This design comes from an exercise in tuning for small area on the open sky130 flow, not from production work. Function was checked by simulation only, so behaviour that the tests miss may differ from the original. Power figures rest on the tool's default switching activity, not on a simulated workload.

## run 1
## DotProduct
module DotProduct(
   input clk,
   input GlobalReset,
   input [18:0] A_0,
   input [18:0] A_1,
   input [18:0] A_2,
   input [18:0] A_3,
   input [18:0] A_4,
   input [18:0] A_5,
   input [18:0] A_6,
   input [18:0] A_7,
   input [18:0] A_8,
   input [18:0] A_9,
   input [9:0] B_0,
   input [9:0] B_1,
   input [9:0] B_2,
   input [9:0] B_3,
   input [9:0] B_4,
   input [9:0] B_5,
   input [9:0] B_6,
   input [9:0] B_7,
   input [9:0] B_8,
   input [9:0] B_9,
   output [25:0] value);
Size in the first run: about 620 cells after synthesis, ~77 flip-flops, roughly 320 I/O pins, about 0.0071 mm^2 of cells after synthesis.
clock: 6.0 ns
lec_check: 0
cap_margin: 20
core_margin: 2
core_utilization: 40
cts_buf_list: sky130_fd_sc_hd__clkbuf_4 sky130_fd_sc_hd__clkbuf_8
place_density: 0.6
slew_margin: 20
standard.sh (not shown) runs the stock make flow with config.mk's settings and CLKGATE_MAP_FILE= SYNTH_SCRIPT=/design/flow/synth_recipe.tcl, a recipe that flattens the netlist after the stock synthesis.
==> flow/flow/run.sh <==
#!/bin/bash
# Standard ORFS flow (the standard.sh) with these changes:
#  - synthesis maps logic with ABC's area mapper (flow/abc.script) instead of
#    ORFS's delay-oriented script; everything else in synthesis is unchanged
#    (synth_recipe.tcl and ORFS's synth.tcl, with only the abc call edited);
#  - Yosys synth runs without its own early abc pass (SYNTH_ARGS=-noabc), so
#    the full adders written in the RTL reach extract_fa unchanged;
#  - the port buffers are made from the smallest buffer cell.
# ORFS writes each step's own log under orfs/logs/; make's output goes to
# make_finish.log.
set -euo pipefail
HERE=$PWD
sed "s#^  log_cmd abc {\*}\$abc_args\$#  log_cmd abc {*}[lreplace \$abc_args 1 1 $HERE/flow/abc.script]#" \
  "$FLOW_HOME/scripts/synth.tcl" > synth_custom.tcl
grep -q "flow/abc.script" synth_custom.tcl
sed "s#\$::env(SCRIPTS_DIR)/synth.tcl#$HERE/synth_custom.tcl#" synth_recipe.tcl > synth_recipe_custom.tcl
grep -q "synth_custom.tcl" synth_recipe_custom.tcl
bash standard.sh SYNTH_SCRIPT=$HERE/synth_recipe_custom.tcl \
  SYNTH_ARGS=-noabc BUFFER_PORTS_ARGS="-buffer_cell sky130_fd_sc_hd__buf_1" ${FLOW_EXTRA:-} finish > make_finish.log 2>&1
==> flow/flow/abc.script <==
strash; &get -n; &st; &dch; &nf -R 1000; &put; topo; stime -c
Run 1 finished all stages; the layout is clean.
Here is what was changed in the inputs of run 2 compared with run 1.
# run 1
export LEC_CHECK = 0
export CAP_MARGIN = 20
export CORE_MARGIN = 2
export CORE_UTILIZATION = 40
export CTS_BUF_LIST = sky130_fd_sc_hd__clkbuf_4 sky130_fd_sc_hd__clkbuf_8
export PLACE_DENSITY = 0.6
export SLEW_MARGIN = 20
create_clock -name core_clock -period 6.0 [get_ports {clk}]
# run 2
export LEC_CHECK = 0
export CAP_MARGIN = 5
export CORE_MARGIN = 2
export CORE_UTILIZATION = 40
export CTS_BUF_LIST = sky130_fd_sc_hd__clkbuf_4 sky130_fd_sc_hd__clkbuf_8
export PLACE_DENSITY = 0.6
export SLEW_MARGIN = 5
create_clock -name core_clock -period 6.0 [get_ports {clk}]
diff --git a/flow/flow/run.sh b/flow/flow/run.sh
--- a/flow/flow/run.sh
+++ b/flow/flow/run.sh
@@ -7,0 +8,6 @@
+#  - timing-driven global placement does not keep the resizer changes it
+#    makes while placing (GPL_KEEP_OVERFLOW=0);
+#  - after global routing, cells on paths with positive slack are downsized
+#    (RECOVER_POWER=100);
+#  - clock tree synthesis adds no dummy loads (CTS_ARGS: ORFS's own
+#    arguments plus -dont_use_dummy_load);
@@ -19 +25,3 @@
-  SYNTH_ARGS=-noabc BUFFER_PORTS_ARGS="-buffer_cell sky130_fd_sc_hd__buf_1" ${FLOW_EXTRA:-} finish > make_finish.log 2>&1
+  SYNTH_ARGS=-noabc GPL_KEEP_OVERFLOW=0 RECOVER_POWER=100 \
+  CTS_ARGS="-sink_clustering_enable -repair_clock_nets -buf_list {sky130_fd_sc_hd__clkbuf_4 sky130_fd_sc_hd__clkbuf_8} -dont_use_dummy_load" \
+  BUFFER_PORTS_ARGS="-buffer_cell sky130_fd_sc_hd__buf_1" ${FLOW_EXTRA:-} finish > make_finish.log 2>&1
## What came out
Looking only at net count of the finished layout, and setting everything else aside, the higher value of run 2 and run 1 goes to run 1.
~same clock-pin transition on the worst setup and hold timing paths in run 2 and run 1
From run 1 to run 2 the numbers moved as follows: wire length of the first global-routing pass went down, pin slew with the least headroom to its limit saw an increase, via count now smaller.
Cmp run 2 and run 1 / sequential portion of the cell area / higher: run 2
NOTE non-clock buffer count run 1->run 2 decreased by a little under 10%
On register-to-register slack: between run 2 and run 1, it ends up lower for run 2.
Final period demand of the worst path in run 2 is 0.35 ns above run 1.
Compared with run 1, run 2 shows leakage power figure that has gone down by a few percent.
--- input diff run 2..run 3 ---
# run 2
export LEC_CHECK = 0
export CAP_MARGIN = 5
export CORE_MARGIN = 2
export CORE_UTILIZATION = 40
export CTS_BUF_LIST = sky130_fd_sc_hd__clkbuf_4 sky130_fd_sc_hd__clkbuf_8
export PLACE_DENSITY = 0.6
export SLEW_MARGIN = 5
create_clock -name core_clock -period 6.0 [get_ports {clk}]
# run 3
export LEC_CHECK = 0
export CAP_MARGIN = 5
export CORE_MARGIN = 2
export CORE_UTILIZATION = 40
export CTS_BUF_LIST = sky130_fd_sc_hd__clkbuf_4 sky130_fd_sc_hd__clkbuf_8
export PLACE_DENSITY = 0.75
export SLEW_MARGIN = 5
create_clock -name core_clock -period 6.0 [get_ports {clk}]
diff --git a/flow/flow/run.sh b/flow/flow/run.sh
--- a/flow/flow/run.sh
+++ b/flow/flow/run.sh
@@ -12,2 +11,0 @@
-#  - clock tree synthesis adds no dummy loads (CTS_ARGS: ORFS's own
-#    arguments plus -dont_use_dummy_load);
@@ -25,3 +23 @@
-  SYNTH_ARGS=-noabc GPL_KEEP_OVERFLOW=0 RECOVER_POWER=100 \
-  CTS_ARGS="-sink_clustering_enable -repair_clock_nets -buf_list {sky130_fd_sc_hd__clkbuf_4 sky130_fd_sc_hd__clkbuf_8} -dont_use_dummy_load" \
-  BUFFER_PORTS_ARGS="-buffer_cell sky130_fd_sc_hd__buf_1" ${FLOW_EXTRA:-} finish > make_finish.log 2>&1
+  SYNTH_ARGS=-noabc GPL_KEEP_OVERFLOW=0 RECOVER_POWER=100 BUFFER_PORTS_ARGS="-buffer_cell sky130_fd_sc_hd__buf_1" ${FLOW_EXTRA:-} finish > make_finish.log 2>&1
Findings:
Cmp run 2 and run 3 / area overhead of the layout relative to synthesis / higher: run 3. Met1 track demand over resource (run 3 over run 2): decrease, 0.68 points. From run 2 to run 3 the numbers moved as follows: wire length of the first global-routing pass increased about 2.2%, post-route cell area higher, critical path's largest stage delay up 0.11 ns. Setup slack at placement is lower on run 3. Final worst hold slack (lower): run 2.
Edits applied to the flow inputs when going from run 3 to run 4:
# run 3
export LEC_CHECK = 0
export CAP_MARGIN = 5
export CORE_MARGIN = 2
export CORE_UTILIZATION = 40
export CTS_BUF_LIST = sky130_fd_sc_hd__clkbuf_4 sky130_fd_sc_hd__clkbuf_8
export PLACE_DENSITY = 0.75
export SLEW_MARGIN = 5
create_clock -name core_clock -period 6.0 [get_ports {clk}]
# run 4
export LEC_CHECK = 0
export CAP_MARGIN = 5
export CORE_MARGIN = 2
export CORE_UTILIZATION = 40
export CTS_BUF_LIST = sky130_fd_sc_hd__clkbuf_4 sky130_fd_sc_hd__clkbuf_8
export PLACE_DENSITY = 0.6
export SLEW_MARGIN = 5
create_clock -name core_clock -period 6.0 [get_ports {clk}]
diff --git a/flow/flow/run.sh b/flow/flow/run.sh
--- a/flow/flow/run.sh
+++ b/flow/flow/run.sh
@@ -11,0 +12,2 @@
+#  - clock tree synthesis adds no dummy loads (CTS_ARGS: ORFS's own
+#    arguments plus -dont_use_dummy_load);
@@ -23 +25,3 @@
-  SYNTH_ARGS=-noabc GPL_KEEP_OVERFLOW=0 RECOVER_POWER=100 BUFFER_PORTS_ARGS="-buffer_cell sky130_fd_sc_hd__buf_1" ${FLOW_EXTRA:-} finish > make_finish.log 2>&1
+  SYNTH_ARGS=-noabc GPL_KEEP_OVERFLOW=0 RECOVER_POWER=100 \
+  CTS_ARGS="-sink_clustering_enable -repair_clock_nets -buf_list {sky130_fd_sc_hd__clkbuf_4 sky130_fd_sc_hd__clkbuf_8} -dont_use_dummy_load" \
+  BUFFER_PORTS_ARGS="-buffer_cell sky130_fd_sc_hd__buf_1" ${FLOW_EXTRA:-} finish > make_finish.log 2>&1
==> flow/flow/abc.script <==
strash; dch; amap; topo; stime -c
### Flow results
Run 4: flow completed, timing, DRC and antenna clean. Having completed the whole flow, run 3 delivered a layout that passed the timing, DRC and antenna checks. Run 3 ended up with sky130_fd_sc_hd__a222oi_1 as its critical-path cell with the highest stage delay; run 4 ended up with sky130_fd_sc_hd__a221o_4. The run with more routed wire is run 3, not run 4. Comparing run 4 and run 3, number of gates on the worst path with buffers counted is lower on run 3. Per the comparison of run 4 with run 3, length of the first detailed-routing pass in iterations increased by 3 relative to the old numbers; final standard cell utilization of the core decreased by 0.63 points relative to the old numbers; final-layout worst hold slack decreased by 0.0054 ns relative to the old numbers; post-synthesis share of cell area spent on xor and xnor gates decreased by 13 points relative to the old numbers.
Inputs modified between run 4 and run 5:
# run 4
export LEC_CHECK = 0
export CAP_MARGIN = 5
export CORE_MARGIN = 2
export CORE_UTILIZATION = 40
export CTS_BUF_LIST = sky130_fd_sc_hd__clkbuf_4 sky130_fd_sc_hd__clkbuf_8
export PLACE_DENSITY = 0.6
export SLEW_MARGIN = 5
create_clock -name core_clock -period 6.0 [get_ports {clk}]
# run 5
export LEC_CHECK = 0
export CAP_MARGIN = 5
export CORE_MARGIN = 2
export CORE_UTILIZATION = 50
export CTS_BUF_LIST = sky130_fd_sc_hd__clkbuf_4 sky130_fd_sc_hd__clkbuf_8
export PLACE_DENSITY = 0.7
export SLEW_MARGIN = 5
create_clock -name core_clock -period 6.0 [get_ports {clk}]
diff --git a/flow/flow/run.sh b/flow/flow/run.sh
--- a/flow/flow/run.sh
+++ b/flow/flow/run.sh
@@ -12,2 +11,0 @@
-#  - clock tree synthesis adds no dummy loads (CTS_ARGS: ORFS's own
-#    arguments plus -dont_use_dummy_load);
@@ -25,3 +23 @@
-  SYNTH_ARGS=-noabc GPL_KEEP_OVERFLOW=0 RECOVER_POWER=100 \
-  CTS_ARGS="-sink_clustering_enable -repair_clock_nets -buf_list {sky130_fd_sc_hd__clkbuf_4 sky130_fd_sc_hd__clkbuf_8} -dont_use_dummy_load" \
-  BUFFER_PORTS_ARGS="-buffer_cell sky130_fd_sc_hd__buf_1" ${FLOW_EXTRA:-} finish > make_finish.log 2>&1
+  SYNTH_ARGS=-noabc GPL_KEEP_OVERFLOW=0 RECOVER_POWER=100 BUFFER_PORTS_ARGS="-buffer_cell sky130_fd_sc_hd__buf_1" ${FLOW_EXTRA:-} finish > make_finish.log 2>&1
==> flow/flow/abc.script <==
strash; &get -n; &st; &dch; &nf -R 1000; &put; topo; stime -c
Notes after the runs:
From run 4 to run 5 the numbers moved as follows: met1 track demand over resource in global routing went up 12 points; final critical delay including setup and external delays went up 0.14 ns; number of antenna violations at the first check in global routing went up 1; pin count of the biggest net entering global routing went down 7.0%; worst ir drop on vdd went up about 21%.
Wire length of the first global-routing pass, run 5 vs run 4: up by a few percent
Compared with run 4, run 5 shows sequential cell area share lower by 0.38 points.
Part of the power in the clock network up 3.2 points in run 5 wrt run 4
The setup slack of run 5 is smaller than that of run 4.
Edits applied to the flow inputs when going from run 5 to run 6:
# run 5
export LEC_CHECK = 0
export CAP_MARGIN = 5
export CORE_MARGIN = 2
export CORE_UTILIZATION = 50
export CTS_BUF_LIST = sky130_fd_sc_hd__clkbuf_4 sky130_fd_sc_hd__clkbuf_8
export PLACE_DENSITY = 0.7
export SLEW_MARGIN = 5
create_clock -name core_clock -period 6.0 [get_ports {clk}]
# run 6
export LEC_CHECK = 0
export CAP_MARGIN = 5
export CORE_MARGIN = 2
export CORE_UTILIZATION = 40
export CTS_BUF_LIST = sky130_fd_sc_hd__clkbuf_8 sky130_fd_sc_hd__clkbuf_16
export PLACE_DENSITY = 0.6
export SLEW_MARGIN = 5
create_clock -name core_clock -period 6.0 [get_ports {clk}]
diff --git a/flow/flow/run.sh b/flow/flow/run.sh
--- a/flow/flow/run.sh
+++ b/flow/flow/run.sh
@@ -11,0 +12,2 @@
+#  - clock tree synthesis adds no dummy loads (CTS_ARGS: ORFS's own
+#    arguments plus -dont_use_dummy_load);
@@ -23 +25,3 @@
-  SYNTH_ARGS=-noabc GPL_KEEP_OVERFLOW=0 RECOVER_POWER=100 BUFFER_PORTS_ARGS="-buffer_cell sky130_fd_sc_hd__buf_1" ${FLOW_EXTRA:-} finish > make_finish.log 2>&1
+  SYNTH_ARGS=-noabc GPL_KEEP_OVERFLOW=0 RECOVER_POWER=100 \
+  CTS_ARGS="-sink_clustering_enable -repair_clock_nets -buf_list {sky130_fd_sc_hd__clkbuf_8 sky130_fd_sc_hd__clkbuf_16} -dont_use_dummy_load" \
+  BUFFER_PORTS_ARGS="-buffer_cell sky130_fd_sc_hd__buf_1" ${FLOW_EXTRA:-} finish > make_finish.log 2>&1
[compare] base=run 5 new=run 6: global-route wire length before repair shows a reduction of about 4%; buffer depth of the longest clock path saw little to no change. | sequential cell area in the final layout | run 6 vs run 5 | ≈ equal |. Path length in cells of the critical path: higher on run 5. Run 6 vs run 5, final critical-path required period went down by 0.13 ns. Looking at the reports, run 6 completed the entire flow and the layout it produced met the timing, DRC and antenna checks. Compared with run 5, run 6 shows static power due to leakage that has gone down by a few percent.

-- what the ideal ports hide --
The results above use ideal ports. As a check the final layouts listed here were re-extracted and re-timed, cells and wires unchanged. Step 1 (the two cells are an assumption about what drives the block):
set clk [get_ports {clk}]
set_driving_cell -lib_cell sky130_fd_sc_hd__clkbuf_16 $clk
set_driving_cell -lib_cell sky130_fd_sc_hd__buf_2 [delete_from_list [all_inputs] $clk]
Step 2 times the ports against the registers' clock, not the clock port: input delays grow and output delays shrink by t, the midpoint of the rising clock arrivals with the driver on. Three values: ideal, step 1, step 2; two values: the first two.
| run | shift t [ns] | setup WS [ns] | clock arrival spread, ns |
|---|---|---|---|
| run 1 | 0.428 | 0.592 / 0.598 / 0.170 | 0.010 / 0.010 |
| run 2 | 0.410 | 0.245 / 0.260 / -0.150 | 0.019 / 0.020 |
| run 3 | 0.416 | 0.053 / 0.070 / -0.346 | 0.011 / 0.011 |
| run 4 | 0.413 | 0.278 / 0.290 / -0.123 | 0.024 / 0.024 |
| run 5 | 0.408 | 0.138 / 0.155 / -0.254 | 0.011 / 0.011 |
| run 6 | 0.380 | 0.263 / 0.285 / -0.095 | 0.013 / 0.013 |
Met with ideal ports but missed after step 2: setup timing in 5 of these runs. The setup slack of run 1, which loses most, moves by +0.006 ns with the drivers and by -0.422 ns with both steps.
